This is an optimization exercise on Yosys and OpenROAD, whose aim is small area, a short achievable clock period and few clock cycles, not a production implementation. Only simulation tests tie the RTL to the original design; equivalence was not proved.

## flow/flow/run.sh

```bash
#!/bin/bash
# The standard layout (the standard.sh, unchanged synthesis and steps), with
# plain sky130_fd_sc_hd__buf_1 cells as the port buffers instead of the default.
set -euo pipefail
export BUFFER_PORTS_ARGS="-buffer_cell sky130_fd_sc_hd__buf_1"
bash standard.sh > standard_sh.log 2>&1
```

## flow/standard.sh

```bash
#!/bin/bash
# synth_recipe.tcl (not shown) runs the flow's synth.tcl, then flattens the netlist and writes it again
# the make line also repeats each setting of config.mk as NAME=value (left out here)
make -C /OpenROAD-flow-scripts/flow DESIGN_CONFIG=/design/flow/config.mk WORK_HOME=/design/flow/orfs CLKGATE_MAP_FILE= SYNTH_SCRIPT=/design/flow/synth_recipe.tcl "${@:-finish}"
```

## flow/config.mk

```make
export PLATFORM = sky130hd
export DESIGN_NAME = DivDebug
export DESIGN_NICKNAME = DivDebug
export VERILOG_FILES = /design/flow/design.v
export SDC_FILE = /design/flow/constraint.sdc
export NUM_CORES = 4
export LEC_CHECK = 0
export ABC_AREA = 0
export CAP_MARGIN = 20
export CORE_MARGIN = 2
export CORE_UTILIZATION = 40
export SETUP_SLACK_MARGIN = 4.0
export SLEW_MARGIN = 20
export TNS_END_PERCENT = 5
```

## flow/constraint.sdc

```tcl
create_clock -name core_clock -period 6.0 [get_ports {clock}]
set_input_delay 1.2000 -clock core_clock [delete_from_list [all_inputs] [get_ports {clock}]]
set_output_delay 1.2000 -clock core_clock [all_outputs]
set_load 0.01 [all_outputs]
```

## flow/design.v

```verilog
module DivDebug(
  input         clock,
                reset,
                io_v,
  input  [31:0] io_a,
                io_b,
  input  [1:0]  io_op,
  output [31:0] io_res,
  output        io_res_valid
);
  localparam [2:0] S_IDLE = 3'd0, S_BIAS = 3'd1, S_ALIGN = 3'd2, S_DIV = 3'd3,
                   S_FIX = 3'd4, S_DONE = 3'd5;
  reg [2:0]  state;
  reg [32:0] R;       
  reg [32:0] Dx;      
  reg [31:0] Q;       
  reg [4:0]  cnt;
  reg        cin;     
  reg        valid;
  wire signd = ~io_op[0];
  wire in_sa = signd & io_a[31];
  wire in_sb = signd & io_b[31];
  wire in_bz = ~|io_b;
  wire in_fix = io_op[1] ? in_sa : (in_sa ^ in_sb);
  wire sa  = in_sa;                
  wire rq  = io_op[1];             
  wire fix = in_fix;               
  wire nq  = in_fix & ~io_op[1];   
  wire [32:0] Dld = {in_sb, io_b} ^ {33{in_sb ^ (state == S_IDLE)}};
  wire [33:0] T1 = {R, 1'b1} + {Dx, cin};
  wire [32:0] T = T1[33:1];
  wire        acc = T[32] ~^ sa;
  wire        grow = acc & (Dx[32] ~^ Dx[31]) & (~(Dx[32] ^ cin) | (Dx[30] ^ cin));
  wire [7:0]  nzR, nzD;
  wire [7:0]  zDup;     
  genvar n;
  generate
    for (n = 0; n < 8; n = n + 1) begin : nib
      assign nzR[n] = R[32]  ? ~&R[4*n+3:4*n]  : |R[4*n+3:4*n];
      assign nzD[n] = Dx[32] ? ~&Dx[4*n+3:4*n] : |Dx[4*n+3:4*n];
      assign zDup[n] = ~|nzD[7:n];
    end
  endgenerate
  wire        big = |(nzR[7:1] & zDup[6:0]);
  wire        last = (state == S_DIV) ? (cnt == 5'd1) : (cnt == 5'd0);
  wire        step = (state == S_DIV) | ((state == S_ALIGN) & ~grow & ~big);
  wire [31:0] Qn = {Q[30:0], (acc & step) ^ nq};
  always @(posedge clock) begin
    if (reset) begin
      state <= S_IDLE;
      valid <= 1'b0;
    end else begin
      valid <= 1'b0;
      case (state)
        S_IDLE: if (io_v) begin
          state <= in_bz ? S_DONE : (in_sa ? S_BIAS : S_ALIGN);
          valid <= in_bz;
        end
        S_BIAS: state <= S_ALIGN;
        S_ALIGN, S_DIV: if (step & last) begin
          state <= fix ? S_FIX : S_DONE;
          valid <= ~fix;
        end else if (step) state <= S_DIV;
        S_FIX: begin state <= S_DONE; valid <= 1'b1; end
        default: state <= S_IDLE;
      endcase
    end
  end
  always @(posedge clock) begin
    Q <= Qn;
    case (state)
      S_IDLE: begin
        R   <= {in_sa & ~in_bz, io_a | {32{in_bz & ~io_op[1]}}};
        Dx  <= Dld | {33{in_sa}};
        Q   <= {32{in_fix & ~io_op[1]}};
        cnt <= 5'd0;
        cin <= ~in_sa & ~in_sb;
      end
      S_BIAS: begin
        R   <= T;
        Dx  <= Dld;
        cin <= in_sb;
      end
      S_ALIGN, S_DIV: begin
        if (!step) begin
          if (big) begin
            Dx  <= {Dx[28:0], {4{cin}}};
            cnt <= cnt + 5'd4;
          end else begin
            Dx  <= {Dx[31:0], cin};
            cnt <= cnt + 5'd1;
          end
        end else begin
          if (state == S_DIV) cnt <= cnt - 5'd1;
          if (last) begin
            if (rq) begin if (acc) R <= T; end
            else R <= {1'b0, Qn};
            Dx  <= 33'd0;
            cin <= 1'b1;
          end else begin
            if (acc) R <= T;
            Dx <= {Dx[32], Dx[32:1]};
          end
        end
      end
      S_FIX: begin
        R  <= T;
        Dx <= Dld;
      end
      default: Dx <= Dld;
    endcase
  end
  assign io_res = R[31:0];
  assign io_res_valid = valid;
endmodule
```

==> results of run 1 <==
sequential cells by signal (all words and copies together), names as in the netlist:
signal / count
Dx: 33
cnt: 5
state: 3
cin: 1
valid: 1
Q: 31
R: 33
kinds of logic after synthesis:
family,count (synthesis),share of synthesized area (%)
AO/OA/AOI/OAI,303,24.9
AND/OR/NAND/NOR,281,16.8
flip-flops,107,31.3
XOR/XNOR,67,7.23
adder cells (fa/ha/maj),39,6.10
multiplexers,52,7.09
buffers and inverters,104,6.53
per-stage QoR:
step / setup WS, ns / area, sq um
after floorplan: 2.49 / 8160
after global placement: 1.84 / 8540
after detailed placement: 1.75 / 8540
after CTS: 2.78 / 9520
after global routing: 2.61 / 9840
final: 2.79 / 9840
layout by cell type, fill, tap and decap left out, types with 23 or more instances in the layout:
cell,count
sky130_fd_sc_hd__nand2_1,108
sky130_fd_sc_hd__buf_1,101
sky130_fd_sc_hd__buf_4,67
sky130_fd_sc_hd__dfxtp_1,62
sky130_fd_sc_hd__o21ai_0,58
sky130_fd_sc_hd__a21oi_1,55
sky130_fd_sc_hd__a21o_1,45
sky130_fd_sc_hd__edfxtp_1,40
sky130_fd_sc_hd__nor2_1,36
sky130_fd_sc_hd__nand3_1,36
sky130_fd_sc_hd__xor2_1,34
sky130_fd_sc_hd__xnor2_1,31
sky130_fd_sc_hd__o2111ai_1,25
sky130_fd_sc_hd__ha_1,24
sky130_fd_sc_hd__mux2i_1,23
cells in the mapped netlist, types with 34 or more instances:
master	instances
sky130_fd_sc_hd__a21o_1	45
sky130_fd_sc_hd__a21oi_1	60
sky130_fd_sc_hd__buf_4	34
sky130_fd_sc_hd__clkbuf_1	52
sky130_fd_sc_hd__dfxtp_1	67
sky130_fd_sc_hd__edfxtp_1	40
sky130_fd_sc_hd__ha_1	38
sky130_fd_sc_hd__nand2_1	109
sky130_fd_sc_hd__nand3_1	37
sky130_fd_sc_hd__nor2_1	39
sky130_fd_sc_hd__o21ai_0	61
sky130_fd_sc_hd__xor2_1	34
per-layer routing:
metal | wire (microns) | part of all wire, % | up-vias | GRT usage, %
met5 | 0 | 0 | - | 0
met4 | 820 | 3.1 | 0 | 9.37
met3 | 1440 | 5.5 | 51 | 3.66
met2 | 12400 | 47 | 279 | 39.9
met1 | 11800 | 44 | 3742 | 32.1
li1 | - | - | 3760 | -
layout make-up:
| class | instances | share of cell area, % |
|---|---|---|
| sequential | 107 | 25.9 |
| multi-input combinational | 743 | 55.2 |
| clock inverter | 6 | 0.470 |
| inverter | 13 | 0.496 |
| clock buffer | 10 | 2.54 |
| timing repair buffer | 185 | 11.9 |
| tap | 270 | 3.43 |
critical path, stage by stage (launching register included):
cell and delay, ns:
sky130_fd_sc_hd__edfxtp_1 0.49, sky130_fd_sc_hd__buf_4 0.19, sky130_fd_sc_hd__or4_1 0.46, sky130_fd_sc_hd__nor2_1 0.14
sky130_fd_sc_hd__a31oi_2 0.07, sky130_fd_sc_hd__a311oi_2 0.29, sky130_fd_sc_hd__nor2_2 0.09, sky130_fd_sc_hd__o21ai_4 0.17
sky130_fd_sc_hd__buf_12 0.12, sky130_fd_sc_hd__nor2_4 0.03, sky130_fd_sc_hd__or2_4 0.28, sky130_fd_sc_hd__buf_12 0.13
sky130_fd_sc_hd__o22ai_4 0.15, sky130_fd_sc_hd__buf_6 0.17, sky130_fd_sc_hd__buf_16 0.14
what timing repair did:
| item | in CTS | in global routing |
|---|---|---|
| pin swaps | 20 | 18 |
| setup endpoints to repair | 180 | 180 |
| cloned | 5 | 0 |
| setup buffers | 41 | 21 |
| resized for setup | 61 | 33 |
| hold endpoints to repair | 0 | 0 |
worst paths after layout:
kind / from / end / slack [ns]
setup / recovery: R[20]$_DFFE_PP_ / R[16]$_DFFE_PP_ / 2.79
hold / removal: Q[22]$_DFF_P_ / Q[23]$_DFF_P_ / 0.45
setup reg to reg: R[20]$_DFFE_PP_ / R[16]$_DFFE_PP_ / 2.79
hold reg to reg: Q[22]$_DFF_P_ / Q[23]$_DFF_P_ / 0.45
==> load_flow_metrics.sql, run 1 <==
INSERT INTO impl_metrics (metric_group, metric, value, unit) VALUES
('clock_tree', 'insertion_delay', '0.37', 'ns'),
('hold_path', 'min_path_type', 'flop to flop', ''),
('cells_and_area', 'antenna_cells_inserted', '0', ''),
('global_route', 'overflow', '0', ''),
('clock_tree', 'cts_hold_buf', '0', ''),
('route', 'detail_route.first_pass.iterations', '5', ''),
('global_route', 'grt_pass1_wl', '41200', 'microns'),
('clock_tree', 'clk_root_buffer_cell', 'sky130_fd_sc_hd__clkbuf_16', ''),
('yosys', 'yosys.area.top_type_share', '16.5', '%'),
('yosys', 'synth_enable_flop_cells', '40', ''),
('place', 'post-place-cells', '1250', ''),
('sta', 'slew_violations', '0', ''),
('die', 'num_rows', '52', ''),
('clock_tree', 'cts_tree', 'done', ''),
('yosys', 'post_synthesis_cell_area', '8120', 'sq um'),
('cells_and_area', 'area.sequential', '2550', 'sq um'),
('global_route', 'grt_start_max_net_pins', '40', ''),
('worst_setup_path', 'path_class', 'flop to flop', ''),
('hold_path', 'hold-path-cell-count', '1', ''),
('die', 'design.core.area', '20100', 'sq um'),
('route', 'detail_route.drc_violations', '0', ''),
('die', 'io_count', '102', ''),
('die', 'initial_core_util', '40.4', '%'),
('cells_and_area', 'drive_above_1_share', '18.2', '%'),
('place', 'place.port_buffers', '101', ''),
('job', 'maxCapViolCount', '0', ''),
('yosys', 'synthCells', '953', ''),
('yosys', 'ys.warnings.count', '1', ''),
('yosys', 'async_sr_flop_fraction', '0', '%'),
('cells_and_area', 'area.growth.synth_to_final', '21.2', '%'),
('yosys', 'synth.lib_cells_used.distinct', '65', ''),
('place', 'place_congestion', '0.881', ''),
('yosys', 'synthFlopType', 'sky130_fd_sc_hd__dfxtp_1', ''),
('place', 'detailed_place_hpwl', '17800', 'microns'),
('clock_tree', 'cts_buffer_count', '9', ''),
('cells_and_area', 'layout.nets', '1167', ''),
('sta', 'rsz0062_at_grt', 'yes', ''),
('worst_setup_path', 'cp.arrival', '3.30', 'ns'),
('sta', 'period_needed', '3.21', 'ns'),
('sta', 'fin_worst_skew', '0.00847', 'ns'),
('yosys', 'synth.area.top_cells', 'sky130_fd_sc_hd__dfxtp_1 17%, sky130_fd_sc_hd__edfxtp_1 15%, sky130_fd_sc_hd__ha_1 5.9%', ''),
('worst_setup_path', 'critPathMaxFanout', '8', ''),
('worst_setup_path', 'crit_required', '6.09', 'ns'),
('yosys', 'synth.largest_area_cell', 'sky130_fd_sc_hd__dfxtp_1', ''),
('yosys', 'mappedNetlistNets', '1061', ''),
('worst_setup_path', 'worstSetupStartpointType', 'flop', ''),
('route', 'routed-via-count', '7832', ''),
('cells_and_area', 'finish.utilization', '48.9', '%'),
('global_route', 'antenna_found_initial', '1', ''),
('worst_setup_path', 'worst_r2r_path_depth', '14', ''),
('route', 'drtIter0Drc', '570', ''),
('yosys', 'syn_area_per_cell', '8.52', 'sq um'),
('cells_and_area', 'fin_cells', '1334', ''),
('sta', 'final-hold-violation-count', '0', ''),
('global_route', 'grt_util_all_layers', '24.2', '%'),
('worst_setup_path', 'critical_path.endpoint_type', 'flop', ''),
('die', 'chipWidth', '146', 'microns'),
('clock_tree', 'clock-sinks', '107', ''),
('outcome', 'outcome', 'complete, no violations', ''),
('sta', 'achievable-frequency', '311', 'MHz'),
('route', 'route.detailed.wl_per_inst', '19.8', 'microns'),
('sta', 'maxSlewHeadroom', '56.2', '%'),
('sta', 'fin_crit_sh', '53.5', '%'),
('cells_and_area', 'multi_input_comb_area', '5440', 'sq um'),
('sta', 'finalHoldWorstSlack', '0.451', 'ns'),
('route', 'drt.antenna.violating_nets', '0', ''),
('yosys', 'seq_area_frac_synth', '31.3', '%'),
('yosys', 'ys_ff_latch', '107', ''),
('global_route', 'vias_in_the_first_global_route', '7393', ''),
('route', 'drt-vias-per-instance', '5.87', ''),
('clock_tree', 'clock_path_buffers', '2', ''),
('sta', 'timing.final.setup_violations', '0', ''),
('cells_and_area', 'fill_cells', '1921', ''),
('die', 'die_area', '21500', 'sq um'),
('sta', 'worst_slew_pin_slew', '0.654', 'ns'),
('clock_tree', 'clkSlewWorstSetupHoldPaths', '0.08', 'ns'),
('sta', 'totalNegativeSetupSlack', '0', 'ns'),
('clock_tree', 'ctsHtreeMaxLevel', '3', ''),
('die', 'chipHeight', '146', 'microns'),
('route', 'routed_wirelength', '26400', 'microns');
Testbench counts, summed over its fixed seeds: cycles 35,308.
==> run 2: changes to the inputs <==
--- a/flow/config.mk
+++ b/flow/config.mk
@@ -5,10 +5,10 @@
 export SDC_FILE = /design/flow/constraint.sdc
 export NUM_CORES = 4
 export LEC_CHECK = 0
-export ABC_AREA = 0
+export ABC_AREA = 1
 export CAP_MARGIN = 20
 export CORE_MARGIN = 2
 export CORE_UTILIZATION = 40
-export SETUP_SLACK_MARGIN = 4.0
+export SETUP_SLACK_MARGIN = 3.9
 export SLEW_MARGIN = 20
 export TNS_END_PERCENT = 5
==> run 2 against run 1 <==
Compared with the run above: worst hold slack worse by 0.011 ns; first-iteration DRC count increased by 18%; via count up 14%; non-clock buffer count up 7; still clean; die area increased by 2.8%.
==> load_flow_metrics.sql, run 2 <==
INSERT INTO impl_metrics (metric_group, metric, value, unit) VALUES
('route', 'drtIter0Drc', '670', ''),
('clock_tree', 'clock-sinks', '107', ''),
('worst_setup_path', 'cpMostUsedCell', 'sky130_fd_sc_hd__buf_4', ''),
('route', 'drt-vias-per-instance', '5.60', ''),
('route', 'detail_route.first_pass.iterations', '6', ''),
('place', 'detailed_place_hpwl', '21300', 'microns'),
('worst_setup_path', 'regToRegEndpoint', 'R[25]$_DFFE_PP_', ''),
('yosys', 'synth.lib_cells_used.distinct', '52', ''),
('worst_setup_path', 'worstSetupStartpointType', 'flop', ''),
('yosys', 'ys.warnings.count', '1', ''),
('global_route', 'vias_in_the_first_global_route', '8157', ''),
('worst_setup_path', 'path_class', 'flop to flop', ''),
('sta', 'min_setup_slack_post_route', '3.14', 'ns'),
('yosys', 'yosys.area.top_type_share', '16.1', '%'),
('global_route', 'overflow', '0', ''),
('sta', 'slew_violations', '0', ''),
('yosys', 'synthFlopType', 'sky130_fd_sc_hd__dfxtp_1', ''),
('global_route', 'grt_util_all_layers', '27.4', '%'),
('route', 'drt.antenna.violating_nets', '0', ''),
('route', 'route.detailed.wl_per_inst', '19.5', 'microns'),
('yosys', 'synth.cells.most_frequent', '266 x sky130_fd_sc_hd__nand2_1, 124 x sky130_fd_sc_hd__o21ai_0, 104 x sky130_fd_sc_hd__inv_1', ''),
('hold_path', 'min_path_type', 'flop to flop', ''),
('die', 'initial_core_util', '41.0', '%'),
('job', 'maxCapViolCount', '0', ''),
('worst_setup_path', 'critPathMaxFanout', '11', ''),
('yosys', 'seq_area_frac_synth', '30.4', '%'),
('die', 'die_area', '22100', 'sq um'),
('cells_and_area', 'fin_cells', '1588', ''),
('yosys', 'syn_area_per_cell', '7.09', 'sq um'),
('cells_and_area', 'area.growth.synth_to_final', '25.0', '%'),
('clock_tree', 'cts_buffer_count', '9', ''),
('yosys', 'synth.area.top_cells', 'sky130_fd_sc_hd__dfxtp_1 16%, sky130_fd_sc_hd__edfxtp_1 14%, sky130_fd_sc_hd__nand2_1 12%', ''),
('cells_and_area', 'fill_cells', '1975', ''),
('hold_path', 'hold_start', 'Q[8]$_DFF_P_', ''),
('worst_setup_path', 'worstSetupStartpoint', 'R[21]$_DFFE_PP_', ''),
('cells_and_area', 'final_cell_mix', '259 x sky130_fd_sc_hd__nand2_1, 113 x sky130_fd_sc_hd__o21ai_0, 100 x sky130_fd_sc_hd__buf_1', ''),
('cells_and_area', 'finish.utilization', '51.3', '%'),
('global_route', 'antenna_found_initial', '1', ''),
('yosys', 'post_synthesis_cell_area', '8360', 'sq um'),
('sta', 'maxSlewHeadroom', '55.8', '%'),
('die', 'num_rows', '52', ''),
('yosys', 'synth_enable_flop_cells', '40', ''),
('worst_setup_path', 'worst_path_max_delay_cell', 'sky130_fd_sc_hd__edfxtp_1', ''),
('sta', 'final-hold-violation-count', '0', ''),
('die', 'design.core.area', '20400', 'sq um'),
('outcome', 'outcome', 'complete, no violations', ''),
('die', 'chipHeight', '149', 'microns'),
('yosys', 'synthCells', '1178', ''),
('cells_and_area', 'final_common_cell', 'sky130_fd_sc_hd__nand2_1', ''),
('route', 'detail_route.drc_violations', '0', ''),
('worst_setup_path', 'cp.arrival', '2.97', 'ns'),
('clock_tree', 'clk_root_buffer_cell', 'sky130_fd_sc_hd__clkbuf_16', ''),
('place', 'dpl_cell_area', '8990', 'sq um'),
('sta', 'achievable-frequency', '350', 'MHz'),
('cells_and_area', 'area.sequential', '2560', 'sq um'),
('worst_setup_path', 'worst_r2r_path_depth', '15', ''),
('clock_tree', 'cts_tree', 'done', ''),
('yosys', 'synth.largest_area_cell', 'sky130_fd_sc_hd__dfxtp_1', ''),
('place', 'place.port_buffers', '101', ''),
('clock_tree', 'insertion_delay', '0.36', 'ns'),
('worst_setup_path', 'wp_buf_inv', '3', ''),
('worst_setup_path', 'crit_family', 'compound AO/OA/AOI/OAI gates', ''),
('yosys', 'yosys.cell_count.top_type', 'sky130_fd_sc_hd__nand2_1', ''),
('worst_setup_path', 'crit_required', '6.11', 'ns'),
('sta', 'worst_slew_pin_slew', '0.656', 'ns'),
('worst_setup_path', 'critical_path.endpoint_type', 'flop', ''),
('cells_and_area', 'biggest_registers_after_layout', 'Dx: 33 flops, R: 33 flops, Q: 31 flops', ''),
('route', 'routed-via-count', '8899', ''),
('sta', 'fin_crit_sh', '47.6', '%'),
('clock_tree', 'clkSlewWorstSetupHoldPaths', '0.08', 'ns'),
('die', 'chipWidth', '149', 'microns'),
('place', 'place_congestion', '0.909', ''),
('sta', 'period_needed', '2.86', 'ns'),
('worst_setup_path', 'reg2reg_slack', '3.14', 'ns'),
('sta', 'timing.final.setup_violations', '0', ''),
('global_route', 'grt_start_max_net_pins', '51', ''),
('hold_path', 'hold-path-cell-count', '2', ''),
('yosys', 'ys_ff_latch', '107', ''),
('die', 'io_count', '102', ''),
('worst_setup_path', 'worst_r2r_startpoint', 'R[21]$_DFFE_PP_', ''),
('route', 'routed_wirelength', '30900', 'microns'),
('place', 'post-place-cells', '1484', ''),
('global_route', 'grt_pass1_wl', '46700', 'microns'),
('hold_path', 'worst_hold_path.endpoint', 'Q[9]$_DFF_P_', ''),
('sta', 'fin_worst_skew', '0.0140', 'ns'),
('worst_setup_path', 'maximum_single_stage_delay_on_the_critical_path', '0.51', 'ns'),
('yosys', 'mappedNetlistNets', '1286', ''),
('cells_and_area', 'layout.nets', '1420', ''),
('cells_and_area', 'drive_above_1_share', '18.2', '%'),
('clock_tree', 'ctsHtreeMaxLevel', '3', ''),
('sta', 'rsz0062_at_grt', 'yes', ''),
('yosys', 'async_sr_flop_fraction', '0', '%'),
('place', 'dp_slack', '2.28', 'ns'),
('cells_and_area', 'final_design_instance_area_without_fill', '10400', 'sq um'),
('cells_and_area', 'multi_input_comb_area', '5580', 'sq um'),
('sta', 'finalHoldWorstSlack', '0.440', 'ns'),
('clock_tree', 'clock_path_buffers', '2', ''),
('sta', 'totalNegativeSetupSlack', '0', 'ns'),
('worst_setup_path', 'crit_chain', 'ha_4 > a21o_1 > a21oi_2 > nand2_2 > a21oi_4 > nand2_4 > nand2_1 > nand3_4 > nand2_8 > buf_4 > nor2_4 > buf_12 > buf_4 > a21oi_1 > o21ai_1', ''),
('clock_tree', 'cts_hold_buf', '0', '');
-- run 2: changes by cell type in the layout (fill, tap and decap cells not counted), moves of 20 or more --
cell and delta:
sky130_fd_sc_hd__ha_4 +21, sky130_fd_sc_hd__o21ai_0 +55, sky130_fd_sc_hd__a21o_1 -42, sky130_fd_sc_hd__nand2_1 +151, sky130_fd_sc_hd__inv_1 +83, sky130_fd_sc_hd__mux2i_1 -21
sky130_fd_sc_hd__o211ai_1 +20, sky130_fd_sc_hd__mux2_2 -21, sky130_fd_sc_hd__nor2_1 +52
-- run 2: worst max path at each step --
| stage | to | slack [ns] | cells past startpoint |
|---|---|---|---|
| floorplan | R[0]$_DFFE_PP_ | 3.28 | 17 |
| global placement | R[17]$_DFFE_PP_ | 2.32 | 12 |
| detailed placement | R[17]$_DFFE_PP_ | 2.28 | 12 |
| CTS | R[22]$_DFFE_PP_ | 3.16 | 18 |
| global route | R[24]$_DFFE_PP_ | 3.05 | 16 |
| finish | R[25]$_DFFE_PP_ | 3.14 | 15 |
-- run 2: per-layer routing --
| metal | routed length, microns | up-vias | GRT usage, % |
|---|---|---|---|
| met5 | 0 | - | 0 |
| met4 | 1080 | 0 | 9.62 |
| met3 | 1890 | 56 | 4.11 |
| li1 | - | 4270 | - |
| met1 | 13600 | 4229 | 37.5 |
| met2 | 14400 | 344 | 44.3 |
-- run 2: timing repair --
| action | CTS | global route |
|---|---|---|
| cloned | 5 | 1 |
| pin swaps | 10 | 17 |
| setup endpoints to repair | 178 | 179 |
| setup buffers | 51 | 30 |
| gates resized for setup | 46 | 54 |
-- run 2: cell type report --
cell class	instances	area share (%)
inverter	115	4.52
sequential	107	24.5
antenna	1	0.0240
timing repair buffer	192	10.9
clock buffer	11	2.53
multi-input combinational	886	53.4
timing repair inverter	1	0.0479
clock inverter	5	0.779
tap	270	3.23
-- run 2: logic make-up (layout without fill, tap and decap cells) --
family,after synthesis,in the layout,share of synthesized area (%)
AOI/OAI and AO/OA,285,285,20.0
other,0,1,0
DFF,107,107,30.4
and+or+nand+nor,497,501,26.4
buffers and inverters,189,324,10.9
muxes,2,2,0.240
adders and majority gates,39,39,5.93
xor gates and xnor gates,59,59,6.18
-- run 2: worst reg2reg max path: stages, from the launching register on --
cell and delay, ns:
sky130_fd_sc_hd__edfxtp_1 0.51, sky130_fd_sc_hd__ha_4 0.28, sky130_fd_sc_hd__a21o_1 0.19, sky130_fd_sc_hd__a21oi_2 0.19, sky130_fd_sc_hd__nand2_2 0.10, sky130_fd_sc_hd__a21oi_4 0.27
sky130_fd_sc_hd__nand2_4 0.09, sky130_fd_sc_hd__nand2_1 0.10, sky130_fd_sc_hd__nand3_4 0.11, sky130_fd_sc_hd__nand2_8 0.12, sky130_fd_sc_hd__buf_4 0.14, sky130_fd_sc_hd__nor2_4 0.04
sky130_fd_sc_hd__buf_12 0.15, sky130_fd_sc_hd__buf_4 0.15, sky130_fd_sc_hd__a21oi_1 0.12, sky130_fd_sc_hd__o21ai_1 0.08
==> run 3: changes to the inputs <==
--- a/flow/config.mk
+++ b/flow/config.mk
@@ -9,6 +9,6 @@
 export CAP_MARGIN = 20
 export CORE_MARGIN = 2
 export CORE_UTILIZATION = 40
-export SETUP_SLACK_MARGIN = 3.9
+export SETUP_SLACK_MARGIN = 3.3
 export SLEW_MARGIN = 20
 export TNS_END_PERCENT = 5
==> run 3 against run 2 <==
Compared with the run above: still clean; die area stayed put; maximum frequency decreased by 1.7%; worst hold slack about the same; worst setup slack worse by 0.051 ns; critical path depth is 3 lower; non-clock buffer count is 10 higher; first-iteration DRC count up 21%; wire length increased by 1.8%; largest cell class unchanged.
==> load_flow_metrics.sql, run 3 <==
INSERT INTO impl_metrics (metric_group, metric, value, unit) VALUES
('cells_and_area', 'biggest_registers_after_layout', 'Dx: 33 flops, R: 33 flops, Q: 31 flops', ''),
('outcome', 'outcome', 'complete, no violations', ''),
('die', 'die_area', '22100', 'sq um'),
('job', 'maxCapViolCount', '0', ''),
('worst_setup_path', 'critical_path.endpoint_type', 'flop', ''),
('global_route', 'globalRoute.busiestLayer', 'met2', ''),
('worst_setup_path', 'worst_r2r_path_depth', '12', ''),
('route', 'route.detailed.wl_per_inst', '19.7', 'microns'),
('yosys', 'synthFlopType', 'sky130_fd_sc_hd__dfxtp_1', ''),
('global_route', 'grt_pass1_wl', '47000', 'microns'),
('clock_tree', 'clock_path_buffers', '2', ''),
('die', 'design.core.area', '20400', 'sq um'),
('yosys', 'synth.cells.most_frequent', '266 x sky130_fd_sc_hd__nand2_1, 124 x sky130_fd_sc_hd__o21ai_0, 104 x sky130_fd_sc_hd__inv_1', ''),
('sta', 'finalHoldWorstSlack', '0.440', 'ns'),
('global_route', 'antenna_found_initial', '0', ''),
('die', 'chipHeight', '149', 'microns'),
('yosys', 'seq_area_frac_synth', '30.4', '%'),
('sta', 'fin_worst_skew', '0.0175', 'ns'),
('cells_and_area', 'fin_cells', '1597', ''),
('sta', 'achievable-frequency', '344', 'MHz'),
('sta', 'totalNegativeSetupSlack', '0', 'ns'),
('sta', 'fin_crit_sh', '48.5', '%'),
('place', 'detailed_place_hpwl', '21400', 'microns'),
('route', 'detail_route.drc_violations', '0', ''),
('sta', 'period_needed', '2.91', 'ns'),
('clock_tree', 'cts_buffer_count', '9', ''),
('yosys', 'synth.area.top_cells', 'sky130_fd_sc_hd__dfxtp_1 16%, sky130_fd_sc_hd__edfxtp_1 14%, sky130_fd_sc_hd__nand2_1 12%', ''),
('worst_setup_path', 'worst_r2r_startpoint', 'R[21]$_DFFE_PP_', ''),
('hold_path', 'hold-path-cell-count', '2', ''),
('yosys', 'ys_ff_latch', '107', ''),
('global_route', 'overflow', '0', ''),
('global_route', 'grt_start_max_net_pins', '34', ''),
('sta', 'timing.final.setup_violations', '0', ''),
('die', 'chipWidth', '149', 'microns'),
('place', 'place.port_buffers', '101', ''),
('die', 'num_rows', '52', ''),
('place', 'dp_slack', '2.26', 'ns'),
('global_route', 'vias_in_the_first_global_route', '8369', ''),
('clock_tree', 'cts_tree', 'done', ''),
('cells_and_area', 'layout.nets', '1430', ''),
('worst_setup_path', 'critPathMaxFanout', '10', ''),
('place', 'place_congestion', '0.924', ''),
('sta', 'rsz0062_at_grt', 'yes', ''),
('hold_path', 'min_path_type', 'flop to flop', ''),
('yosys', 'synth.largest_area_cell', 'sky130_fd_sc_hd__dfxtp_1', ''),
('hold_path', 'hold_start', 'Q[14]$_DFF_P_', ''),
('yosys', 'syn_area_per_cell', '7.09', 'sq um'),
('yosys', 'async_sr_flop_fraction', '0', '%'),
('cells_and_area', 'drive_above_1_share', '19.4', '%'),
('clock_tree', 'clock-sinks', '107', ''),
('worst_setup_path', 'crit_required', '6.20', 'ns'),
('worst_setup_path', 'worstSetupStartpointType', 'flop', ''),
('worst_setup_path', 'cp.arrival', '3.11', 'ns'),
('cells_and_area', 'area.growth.synth_to_final', '26.8', '%'),
('cells_and_area', 'antenna_cells_inserted', '0', ''),
('sta', 'min_setup_slack_post_route', '3.09', 'ns'),
('clock_tree', 'ctsHtreeMaxLevel', '3', ''),
('worst_setup_path', 'path_class', 'flop to flop', ''),
('die', 'io_count', '102', ''),
('yosys', 'synth.lib_cells_used.distinct', '52', ''),
('worst_setup_path', 'reg2reg_slack', '3.09', 'ns'),
('clock_tree', 'clkSlewWorstSetupHoldPaths', '0.08', 'ns'),
('global_route', 'global_route.usage.met3', '4.17', '%'),
('yosys', 'mappedNetlistNets', '1286', ''),
('clock_tree', 'clk_root_buffer_cell', 'sky130_fd_sc_hd__clkbuf_16', ''),
('yosys', 'synthCells', '1178', ''),
('yosys', 'synth_enable_flop_cells', '40', ''),
('yosys', 'yosys.cell_count.top_type', 'sky130_fd_sc_hd__nand2_1', ''),
('sta', 'worst_slew_pin_slew', '0.652', 'ns'),
('clock_tree', 'insertion_delay', '0.37', 'ns'),
('sta', 'final-hold-violation-count', '0', ''),
('clock_tree', 'cts_hold_buf', '0', ''),
('route', 'routed-via-count', '8916', ''),
('cells_and_area', 'final_cell_mix', '252 x sky130_fd_sc_hd__nand2_1, 115 x sky130_fd_sc_hd__o21ai_0, 101 x sky130_fd_sc_hd__buf_1', ''),
('yosys', 'yosys.area.top_type_share', '16.1', '%'),
('global_route', 'grt.met1_usage', '36.7', '%'),
('sta', 'slew_violations', '0', ''),
('worst_setup_path', 'regToRegEndpoint', 'R[24]$_DFFE_PP_', ''),
('place', 'post-place-cells', '1483', ''),
('hold_path', 'worst_hold_path.endpoint', 'Q[15]$_DFF_P_', ''),
('route', 'routed_wirelength', '31500', 'microns'),
('sta', 'maxSlewHeadroom', '56.6', '%'),
('global_route', 'grt_util_all_layers', '27.6', '%'),
('global_route', 'met2_track_usage_gr', '44.9', '%'),
('die', 'initial_core_util', '41.0', '%'),
('route', 'drtIter0Drc', '813', ''),
('yosys', 'post_synthesis_cell_area', '8360', 'sq um'),
('route', 'detail_route.first_pass.iterations', '5', ''),
('yosys', 'ys.warnings.count', '1', ''),
('route', 'drt-vias-per-instance', '5.58', ''),
('route', 'drt.antenna.violating_nets', '0', ''),
('cells_and_area', 'final_common_cell', 'sky130_fd_sc_hd__nand2_1', '');
==> run 3: layout make-up <==
type	instances	area [sq um]
Fill cell	1965	9770
Multi-Input combinational cell	886	5560
Sequential cell	107	2560
Timing Repair Buffer	202	1340
Inverter	115	464
Tap cell	270	338
Clock buffer	10	229
Clock inverter	6	88.8
Timing Repair inverter	1	5.00
==> run 3: worst max-delay path by stage <==
stage                            endpoint                  start  slack (ns)
final                     R[24]$_DFFE_PP_        R[21]$_DFFE_PP_        3.09
after global routing      R[27]$_DFFE_PP_  state[2]$_SDFFE_PP0P_        2.99
after CTS                 R[12]$_DFFE_PP_               io_b[12]        2.95
after detailed placement  R[12]$_DFFE_PP_               io_b[12]        2.26
after global placement    R[21]$_DFFE_PP_               io_b[26]        2.32
after floorplan            R[0]$_DFFE_PP_         R[7]$_DFFE_PP_        3.28
==> run 3: metal layers <==
layer	part of all wire (%)	routed length (microns)	up-vias
li1	-	-	4280
met1	42	13300	4179
met2	46	14500	387
met3	7.6	2380	70
met4	4.1	1290	0
met5	0	0	-
==> run 3: worst max-delay path, stage by stage, from the launching register on <==
cell and delay (ns):
sky130_fd_sc_hd__edfxtp_1 0.47, sky130_fd_sc_hd__ha_4 0.27, sky130_fd_sc_hd__a21o_1 0.18, sky130_fd_sc_hd__a21oi_2 0.16, sky130_fd_sc_hd__nand2_2 0.11, sky130_fd_sc_hd__a21oi_4 0.25
sky130_fd_sc_hd__nand3_2 0.16, sky130_fd_sc_hd__nand3_4 0.16, sky130_fd_sc_hd__nand2_8 0.08, sky130_fd_sc_hd__buf_4 0.15, sky130_fd_sc_hd__nor2_4 0.33, sky130_fd_sc_hd__inv_1 0.17
sky130_fd_sc_hd__o221ai_1 0.23
==> run 3: timing repair <==
action | CTS | global route
setup endpoints to repair | 146 | 146
setup buffers | 61 | 27
gates resized for setup | 62 | 49
pin swaps | 15 | 16
cloned | 5 | 5
==> run 3: stage by stage <==
step           util (%)  cell area (sq um)
2_1_floorplan         -               8670
4_1_cts            49.9              10200
5_1_grt            52.0              10600
6_report           52.0              10600
3_3_place_gp       44.1               8980
3_5_place_dp       44.1               8980
==> run 3: cell families after synthesis <==
| group | count (synthesis) | share of synthesized area [%] |
|---|---|---|
| compound gates | 285 | 20.0 |
| xor+xnor | 59 | 6.18 |
| simple gates | 497 | 26.4 |
| fa+ha+maj | 39 | 5.93 |
| flops | 107 | 30.4 |
| mux | 2 | 0.240 |
| buf+inv | 189 | 10.9 |
==> run 4: changes to the inputs <==
--- a/flow/config.mk
+++ b/flow/config.mk
@@ -9,6 +9,6 @@
 export CAP_MARGIN = 20
 export CORE_MARGIN = 2
 export CORE_UTILIZATION = 40
-export SETUP_SLACK_MARGIN = 3.3
+export SETUP_SLACK_MARGIN = 3.6
 export SLEW_MARGIN = 20
 export TNS_END_PERCENT = 5
==> run 4 against run 3 <==
Compared with the run above: worst hold slack is essentially flat; first-iteration DRC count shrank 18%; non-clock buffer count shrank 10; via count shrank 0.19%; clock skew shrank 0.0035 ns.
==> load_flow_metrics.sql, run 4 <==
INSERT INTO impl_metrics (metric_group, metric, value, unit) VALUES
('global_route', 'grt_pass1_wl', '46700', 'microns'),
('yosys', 'synth.lib_cells_used.distinct', '52', ''),
('place', 'place.port_buffers', '101', ''),
('global_route', 'vias_in_the_first_global_route', '8157', ''),
('clock_tree', 'cts_buffer_count', '9', ''),
('die', 'chipHeight', '149', 'microns'),
('place', 'place_congestion', '0.909', ''),
('worst_setup_path', 'path_class', 'flop to flop', ''),
('die', 'io_count', '102', ''),
('yosys', 'yosys.area.top_type_share', '16.1', '%'),
('outcome', 'outcome', 'complete, no violations', ''),
('yosys', 'seq_area_frac_synth', '30.4', '%'),
('die', 'initial_core_util', '41.0', '%'),
('route', 'routed_wirelength', '30900', 'microns'),
('route', 'drtIter0Drc', '670', ''),
('die', 'die_area', '22100', 'sq um'),
('yosys', 'synthCells', '1178', ''),
('die', 'num_rows', '52', ''),
('hold_path', 'min_path_type', 'flop to flop', ''),
('worst_setup_path', 'critPathMaxFanout', '11', ''),
('yosys', 'synth.area.top_cells', 'sky130_fd_sc_hd__dfxtp_1 16%, sky130_fd_sc_hd__edfxtp_1 14%, sky130_fd_sc_hd__nand2_1 12%', ''),
('worst_setup_path', 'worst_r2r_path_depth', '15', ''),
('route', 'drt-vias-per-instance', '5.60', ''),
('cells_and_area', 'drive_above_1_share', '18.2', '%'),
('clock_tree', 'cts_tree', 'done', ''),
('sta', 'totalNegativeSetupSlack', '0', 'ns'),
('worst_setup_path', 'cp.arrival', '2.97', 'ns'),
('cells_and_area', 'final_common_cell', 'sky130_fd_sc_hd__nand2_1', ''),
('yosys', 'ys.warnings.count', '1', ''),
('hold_path', 'hold_start', 'Q[8]$_DFF_P_', ''),
('sta', 'fin_worst_skew', '0.0140', 'ns'),
('worst_setup_path', 'worstSetupStartpointType', 'flop', ''),
('sta', 'final-hold-violation-count', '0', ''),
('sta', 'maxSlewHeadroom', '55.8', '%'),
('clock_tree', 'clock-sinks', '107', ''),
('worst_setup_path', 'regToRegEndpoint', 'R[25]$_DFFE_PP_', ''),
('hold_path', 'hold-path-cell-count', '2', ''),
('yosys', 'synth.largest_area_cell', 'sky130_fd_sc_hd__dfxtp_1', ''),
('yosys', 'synth_enable_flop_cells', '40', ''),
('route', 'detail_route.drc_violations', '0', ''),
('place', 'dp_slack', '2.28', 'ns'),
('clock_tree', 'ctsHtreeMaxLevel', '3', ''),
('sta', 'period_needed', '2.86', 'ns'),
('cells_and_area', 'final_cell_mix', '259 x sky130_fd_sc_hd__nand2_1, 113 x sky130_fd_sc_hd__o21ai_0, 100 x sky130_fd_sc_hd__buf_1', ''),
('worst_setup_path', 'reg2reg_slack', '3.14', 'ns'),
('sta', 'slew_violations', '0', ''),
('place', 'detailed_place_hpwl', '21300', 'microns'),
('yosys', 'synthFlopType', 'sky130_fd_sc_hd__dfxtp_1', ''),
('global_route', 'grt_util_all_layers', '27.4', '%');
## run 4: cell counts after synthesis
Identical to the previous run, type by type.
## run 4: what timing repair did
item                       CTS  global route
setup buffers               51            30
setup endpoints to repair  146           152
cloned                       5             1
gates resized for setup     46            54
pin swaps                   10            17
## run 4: logic make-up after synthesis
family,Yosys count,synth area share (%)
AO/OA/AOI/OAI,285,20.0
XOR/XNOR,59,6.18
adder cells (fa/ha/maj),39,5.93
buffers and inverters,189,10.9
flip-flops,107,30.4
multiplexers,2,0.240
AND/OR/NAND/NOR,497,26.4
## run 4: worst max-delay path by stage
| stage | start | endpoint | slack (ns) |
|---|---|---|---|
| after CTS | R[9]$_DFFE_PP_ | R[22]$_DFFE_PP_ | 3.16 |
| after global placement | io_b[25] | R[17]$_DFFE_PP_ | 2.32 |
| after floorplan | R[7]$_DFFE_PP_ | R[0]$_DFFE_PP_ | 3.28 |
| after global routing | R[25]$_DFFE_PP_ | R[24]$_DFFE_PP_ | 3.05 |
| final | R[21]$_DFFE_PP_ | R[25]$_DFFE_PP_ | 3.14 |
| after detailed placement | io_b[31] | R[17]$_DFFE_PP_ | 2.28 |
## run 4: critical path: stages (launching register included)
cell	delay (ns)
sky130_fd_sc_hd__edfxtp_1	0.51
sky130_fd_sc_hd__ha_4	0.28
sky130_fd_sc_hd__a21o_1	0.19
sky130_fd_sc_hd__a21oi_2	0.19
sky130_fd_sc_hd__nand2_2	0.10
sky130_fd_sc_hd__a21oi_4	0.27
sky130_fd_sc_hd__nand2_4	0.09
sky130_fd_sc_hd__nand2_1	0.10
sky130_fd_sc_hd__nand3_4	0.11
sky130_fd_sc_hd__nand2_8	0.12
sky130_fd_sc_hd__buf_4	0.13
sky130_fd_sc_hd__nor2_4	0.04
sky130_fd_sc_hd__buf_12	0.15
sky130_fd_sc_hd__buf_4	0.14
sky130_fd_sc_hd__a21oi_1	0.12
sky130_fd_sc_hd__o21ai_1	0.08
## run 4: metal layers
metal  wire [microns]  track usage (%)  up-vias
met5                0                0        -
met4             1080             9.62        0
met3             1890             4.11       56
met2            14400             44.3      344
met1            13600             37.5     4229
li1                 -                -     4270
## run 4: layout make-up
cell class	instances	area, sq um
fillers	1975	9920
multi-input cells	886	5580
flip-flops and latches	107	2560
repair buffers	192	1140
inverters	115	472
well taps	270	338
clock buffers	11	264
clock inverters	5	81.3
repair inverters	1	5.00
diodes	1	2.50
## run 4: per-stage QoR
step	area [sq um]	utilization (%)	hold slack (ns)	cells
after detailed placement	8990	44.2	0.433	1484
after global placement	8990	44.2	0.425	1484
final	10400	51.3	0.440	1588
after floorplan	8680	-	0.419	1178
after global routing	10400	51.3	0.466	1587
after CTS	9970	49.0	0.443	1556

==> re-timing with driven ports <==
The flow's constraints put no driver on any port. The routed layouts listed below were extracted and timed again, unchanged, in two steps.
Step 1 sets driving cells, clkbuf_16 on the clock port and buf_2 on the other inputs (assumed; they add their load-dependent delay and slew).
Step 2, shift: input delay + t, output delay - t, t = (earliest + latest rising clock arrival at the registers) / 2. This alone moves slack from input paths to output paths.
Slacks: ideal / step 1 / step 2; pairs: ideal / step 1.
run | t, ns | setup WS [ns] | hold slack, ns | slew at the worst register clock pin (ns) | worst slew at a driven data input, ns
run 1 | 0.411 | 2.788 / 2.788 / 2.530 | 0.451 / 0.451 / 0.451 | 0.08 / 0.08 | 0.03
run 2 | 0.403 | 3.142 / 3.142 / 2.808 | 0.440 / 0.440 / 0.440 | 0.08 / 0.08 | 0.04
run 3 | 0.407 | 3.092 / 3.092 / 2.770 | 0.440 / 0.440 / 0.440 | 0.08 / 0.08 | 0.04
run 4 | 0.403 | 3.142 / 3.142 / 2.808 | 0.440 / 0.440 / 0.440 | 0.08 / 0.08 | 0.04
After both steps every run listed still meets setup and hold.
